Background: an optimization exercise with open tools, aiming at small area. Do not read the settings as production practice.
RTL that was checked went through simulation tests only; none was proved equivalent to the original.

==> zinc <==
Design custom_alu_top, start of the top module:
module custom_alu_top(
    input             CLK,
    input      [31:0] RA,
    input      [31:0] RB,
    input      [4:0]  ALU_OP,
    output reg [31:0] Y,
    output reg        C
    );
reg [31:0] ra_q;
reg [31:0] rb_q;
reg [4:0]  op_q;
wire [31:0] y_d;
wire        c_d;
custom_alu CUSTOM_ALU(
.RA(ra_q),
.RB(rb_q),
.ALU_OP(op_q),
.Y(y_d),
.C(c_d)
);
always @(posedge CLK) begin
    ra_q <= RA;
    rb_q <= RB;
    op_q <= ALU_OP;
    Y    <= y_d;
    C    <= c_d;
end
endmodule
==> module custom_alu_row4, before the edit <==
module custom_alu_row4(input [4:0] x, input [4:0] y, input ci, input ms, input en, output [4:0] r, output qo);
    wire [5:0] a_c;
    wire [4:0] a_s;
    assign a_c[0] = ci;
    assign a_s[0] = x[0] ^ y[0] ^ a_c[0];
    assign a_c[1] = (x[0] & y[0]) | (a_c[0] & (x[0] ^ y[0]));
    assign a_s[1] = x[1] ^ y[1] ^ a_c[1];
    assign a_c[2] = (x[1] & y[1]) | (a_c[1] & (x[1] ^ y[1]));
    assign a_s[2] = x[2] ^ y[2] ^ a_c[2];
    assign a_c[3] = (x[2] & y[2]) | (a_c[2] & (x[2] ^ y[2]));
    assign a_s[3] = x[3] ^ y[3] ^ a_c[3];
    assign a_c[4] = (x[3] & y[3]) | (a_c[3] & (x[3] ^ y[3]));
    assign a_s[4] = x[4] ^ y[4] ^ a_c[4];
    assign a_c[5] = (x[4] & y[4]) | (a_c[4] & (x[4] ^ y[4]));
    assign qo = en & ~(a_c[5]);
    wire sel = ms | qo;
    assign r = ~(sel ? {a_s[4], a_s[3], a_s[2], a_s[1], a_s[0]} : x);    
endmodule
==> module custom_alu_row5, before the edit <==
module custom_alu_row5(input [5:0] x, input [5:0] y, input ci, input ms, input en, output [5:0] r, output qo);
    wire [6:0] a_c;
    wire [5:0] a_s;
    assign a_c[0] = ci;
    assign a_s[0] = x[0] ^ y[0] ^ a_c[0];
    assign a_c[1] = (x[0] & y[0]) | (a_c[0] & (x[0] ^ y[0]));
    assign a_s[1] = x[1] ^ y[1] ^ a_c[1];
    assign a_c[2] = (x[1] & y[1]) | (a_c[1] & (x[1] ^ y[1]));
    assign a_s[2] = x[2] ^ y[2] ^ a_c[2];
    assign a_c[3] = (x[2] & y[2]) | (a_c[2] & (x[2] ^ y[2]));
    assign a_s[3] = x[3] ^ y[3] ^ a_c[3];
    assign a_c[4] = (x[3] & y[3]) | (a_c[3] & (x[3] ^ y[3]));
    assign a_s[4] = x[4] ^ y[4] ^ a_c[4];
    assign a_c[5] = (x[4] & y[4]) | (a_c[4] & (x[4] ^ y[4]));
    assign a_s[5] = x[5] ^ y[5] ^ a_c[5];
    assign a_c[6] = (x[5] & y[5]) | (a_c[5] & (x[5] ^ y[5]));
    assign qo = en & (a_c[6]);
    wire sel = ms | qo;
    assign r = ~(sel ? {a_s[5], a_s[4], a_s[3], a_s[2], a_s[1], a_s[0]} : x);    
endmodule
clock: 75.0 ns
lec_check: 0
cap_margin: 20
core_margin: 2
core_utilization: 40
cts_cluster_diameter: 60
cts_cluster_size: 10
slew_margin: 20
synth_hierarchical: 1
run.sh (not shown) runs the stock make flow with config.mk's settings and CLKGATE_MAP_FILE= SYNTH_SCRIPT=/design/flow/synth_recipe.tcl, a recipe that flattens the netlist after the stock synthesis.
==> inputs of umber, as changes to zinc <==
--- a/flow/design.v
+++ b/flow/design.v
@@ -472,40 +472,74 @@
 endmodule
 module custom_alu_row4(input [4:0] x, input [4:0] y, input ci, input ms, input en, output [4:0] r, output qo);
-    wire [5:0] a_c;
-    wire [4:0] a_s;
-    assign a_c[0] = ci;
-    assign a_s[0] = x[0] ^ y[0] ^ a_c[0];
-    assign a_c[1] = (x[0] & y[0]) | (a_c[0] & (x[0] ^ y[0]));
-    assign a_s[1] = x[1] ^ y[1] ^ a_c[1];
-    assign a_c[2] = (x[1] & y[1]) | (a_c[1] & (x[1] ^ y[1]));
-    assign a_s[2] = x[2] ^ y[2] ^ a_c[2];
-    assign a_c[3] = (x[2] & y[2]) | (a_c[2] & (x[2] ^ y[2]));
-    assign a_s[3] = x[3] ^ y[3] ^ a_c[3];
-    assign a_c[4] = (x[3] & y[3]) | (a_c[3] & (x[3] ^ y[3]));
-    assign a_s[4] = x[4] ^ y[4] ^ a_c[4];
-    assign a_c[5] = (x[4] & y[4]) | (a_c[4] & (x[4] ^ y[4]));
-    assign qo = en & ~(a_c[5]);
+    wire [5:0] a_p, a_g;
+    assign a_p[0] = 1'b0;
+    assign a_g[0] = ci;
+    custom_alu_pg a_pg0 (.a(x[0]), .b(y[0]), .p(a_p[1]), .g(a_g[1]));
+    custom_alu_pg a_pg1 (.a(x[1]), .b(y[1]), .p(a_p[2]), .g(a_g[2]));
+    custom_alu_pg a_pg2 (.a(x[2]), .b(y[2]), .p(a_p[3]), .g(a_g[3]));
+    custom_alu_pg a_pg3 (.a(x[3]), .b(y[3]), .p(a_p[4]), .g(a_g[4]));
+    custom_alu_pg a_pg4 (.a(x[4]), .b(y[4]), .p(a_p[5]), .g(a_g[5]));
+    wire a_G0_1;
+    custom_alu_go_ppp_p a_G0_1_u (.gh(a_g[1]), .ph(a_p[1]), .gl(a_g[0]), .g(a_G0_1));
+    wire a_G0_3, a_P0_3;
+    custom_alu_gp_pppp_n a_G0_3_u (.gh(a_g[3]), .ph(a_p[3]), .gl(a_g[2]), .pl(a_p[2]), .g(a_G0_3), .p(a_P0_3));
+    wire a_G0_5, a_P0_5;
+    custom_alu_gp_pppp_n a_G0_5_u (.gh(a_g[5]), .ph(a_p[5]), .gl(a_g[4]), .pl(a_p[4]), .g(a_G0_5), .p(a_P0_5));
+    wire a_n0 = ~a_G0_1;
+    wire a_G1_3;
+    custom_alu_go_nnn_p a_G1_3_u (.gh(a_G0_3), .ph(a_P0_3), .gl(a_n0), .g(a_G1_3));
+    wire a_n1 = ~a_G1_3;
+    wire a_G2_5;
+    custom_alu_go_nnn_p a_G2_5_u (.gh(a_G0_5), .ph(a_P0_5), .gl(a_n1), .g(a_G2_5));
+    wire a_G3_2;
+    custom_alu_go_ppp_p a_G3_2_u (.gh(a_g[2]), .ph(a_p[2]), .gl(a_G0_1), .g(a_G3_2));
+    wire a_G3_4;
+    custom_alu_go_ppp_p a_G3_4_u (.gh(a_g[4]), .ph(a_p[4]), .gl(a_G1_3), .g(a_G3_4));
+    wire a_s0 = a_p[1] ^ a_g[0];
+    wire a_s1 = a_p[2] ^ a_G0_1;
+    wire a_s2 = a_p[3] ^ a_G3_2;
+    wire a_s3 = a_p[4] ^ a_G1_3;
+    wire a_s4 = a_p[5] ^ a_G3_4;
+    assign qo = en & ~(a_G2_5);
     wire sel = ms | qo;
-    assign r = ~(sel ? {a_s[4], a_s[3], a_s[2], a_s[1], a_s[0]} : x);    
+    assign r = ~(sel ? {a_s4, a_s3, a_s2, a_s1, a_s0} : x);    
 endmodule
 module custom_alu_row5(input [5:0] x, input [5:0] y, input ci, input ms, input en, output [5:0] r, output qo);
-    wire [6:0] a_c;
-    wire [5:0] a_s;
-    assign a_c[0] = ci;
-    assign a_s[0] = x[0] ^ y[0] ^ a_c[0];
-    assign a_c[1] = (x[0] & y[0]) | (a_c[0] & (x[0] ^ y[0]));
-    assign a_s[1] = x[1] ^ y[1] ^ a_c[1];
-    assign a_c[2] = (x[1] & y[1]) | (a_c[1] & (x[1] ^ y[1]));
-    assign a_s[2] = x[2] ^ y[2] ^ a_c[2];
-    assign a_c[3] = (x[2] & y[2]) | (a_c[2] & (x[2] ^ y[2]));
-    assign a_s[3] = x[3] ^ y[3] ^ a_c[3];
-    assign a_c[4] = (x[3] & y[3]) | (a_c[3] & (x[3] ^ y[3]));
-    assign a_s[4] = x[4] ^ y[4] ^ a_c[4];
-    assign a_c[5] = (x[4] & y[4]) | (a_c[4] & (x[4] ^ y[4]));
-    assign a_s[5] = x[5] ^ y[5] ^ a_c[5];
-    assign a_c[6] = (x[5] & y[5]) | (a_c[5] & (x[5] ^ y[5]));
-    assign qo = en & (a_c[6]);
+    wire [6:0] a_p, a_g;
+    assign a_p[0] = 1'b0;
+    assign a_g[0] = ci;
+    custom_alu_pg a_pg0 (.a(x[0]), .b(y[0]), .p(a_p[1]), .g(a_g[1]));
+    custom_alu_pg a_pg1 (.a(x[1]), .b(y[1]), .p(a_p[2]), .g(a_g[2]));
+    custom_alu_pg a_pg2 (.a(x[2]), .b(y[2]), .p(a_p[3]), .g(a_g[3]));
+    custom_alu_pg a_pg3 (.a(x[3]), .b(y[3]), .p(a_p[4]), .g(a_g[4]));
+    custom_alu_pg a_pg4 (.a(x[4]), .b(y[4]), .p(a_p[5]), .g(a_g[5]));
+    custom_alu_pg a_pg5 (.a(x[5]), .b(y[5]), .p(a_p[6]), .g(a_g[6]));
+    wire a_G0_1;
+    custom_alu_go_ppp_p a_G0_1_u (.gh(a_g[1]), .ph(a_p[1]), .gl(a_g[0]), .g(a_G0_1));
+    wire a_G0_3, a_P0_3;
+    custom_alu_gp_pppp_n a_G0_3_u (.gh(a_g[3]), .ph(a_p[3]), .gl(a_g[2]), .pl(a_p[2]), .g(a_G0_3), .p(a_P0_3));
+    wire a_G0_5, a_P0_5;
+    custom_alu_gp_pppp_n a_G0_5_u (.gh(a_g[5]), .ph(a_p[5]), .gl(a_g[4]), .pl(a_p[4]), .g(a_G0_5), .p(a_P0_5));
+    wire a_n0 = ~a_G0_1;
+    wire a_G1_3;
+    custom_alu_go_nnn_p a_G1_3_u (.gh(a_G0_3), .ph(a_P0_3), .gl(a_n0), .g(a_G1_3));
+    wire a_n1 = ~a_G1_3;
+    wire a_G2_5;
+    custom_alu_go_nnn_p a_G2_5_u (.gh(a_G0_5), .ph(a_P0_5), .gl(a_n1), .g(a_G2_5));
+    wire a_G3_2;
+    custom_alu_go_ppp_p a_G3_2_u (.gh(a_g[2]), .ph(a_p[2]), .gl(a_G0_1), .g(a_G3_2));
+    wire a_G3_4;
+    custom_alu_go_ppp_p a_G3_4_u (.gh(a_g[4]), .ph(a_p[4]), .gl(a_G1_3), .g(a_G3_4));
+    wire a_G3_6;
+    custom_alu_go_ppp_p a_G3_6_u (.gh(a_g[6]), .ph(a_p[6]), .gl(a_G2_5), .g(a_G3_6));
+    wire a_s0 = a_p[1] ^ a_g[0];
+    wire a_s1 = a_p[2] ^ a_G0_1;
+    wire a_s2 = a_p[3] ^ a_G3_2;
+    wire a_s3 = a_p[4] ^ a_G1_3;
+    wire a_s4 = a_p[5] ^ a_G3_4;
+    wire a_s5 = a_p[6] ^ a_G2_5;
+    assign qo = en & (a_G3_6);
     wire sel = ms | qo;
-    assign r = ~(sel ? {a_s[5], a_s[4], a_s[3], a_s[2], a_s[1], a_s[0]} : x);    
+    assign r = ~(sel ? {a_s5, a_s4, a_s3, a_s2, a_s1, a_s0} : x);    
 endmodule
 module custom_alu_row6(input [6:0] x, input [6:0] y, input ci, input ms, input en, output [6:0] r, output qo);
- SETUP_SLACK_MARGIN: unset -> -2
==> results.cfg <==
[power_and_ir_drop]
worst_ir_drop_vdd_mv = 0.0139

[synthesis]
syn_nets = 4462
post_synth_num_cell_types = 70
netlist_top_cells_area = sky130_fd_sc_hd__ha_1 (20%), sky130_fd_sc_hd__mux2i_1 (16%), sky130_fd_sc_hd__xor2_1 (14%)

[sta]
skew_ns = 0.0174

[run_status]
run_status = complete, no violations

[layout]
nets = 4556
layout.buffer.nonclock.area_share = 0.0493
(the above is from umber)
==> results.cfg <==
[synthesis]
synth-simple-area-share = 0.111
netlist_top_cells_area = sky130_fd_sc_hd__ha_1 (20%), sky130_fd_sc_hd__mux2i_1 (16%), sky130_fd_sc_hd__xor2_1 (14%)
post_synth_num_cell_types = 71
syn_nets = 4445

[run_status]
run_status = complete, no violations

[layout]
layout_top_registers = Y x32, ra_q x32, rb_q x32
nets = 4581

[sta]
skew_ns = 0.0521

[power_and_ir_drop]
power_switching_share = 0.555
worst_ir_drop_vdd_mv = 0.0154

[place]
post-place-cells = 4950
(the above is from zinc)
For zinc, only the layout was checked, not whether the RTL still works.

==> static timing again, ports no longer ideal <==
How much do the figures lean on ideal ports? The routed layouts below were timed once more, with nothing changed but the port constraints. Step 1, drivers: a clkbuf_16 drives CLK and a buf_2 each remaining input, both assumed. Step 2 times the ports against the registers' clock, not the clock port: input delays grow and output delays shrink by t, the midpoint of the rising clock arrivals with the driver on. a / b / c = ideal ports / drivers / drivers and shift; a / b = the first two.
| run | t (ns) | setup WS [ns] | worst setup path after step 2 | pins driven straight from the clock port |
|---|---|---|---|---|
| zinc | 0.472 | 4.612 / 4.612 / 4.612 | register to register | 1 |
| umber | 0.455 | 3.287 / 3.287 / 3.287 | register to register | 1 |
After both steps setup and hold are still met in every run listed.
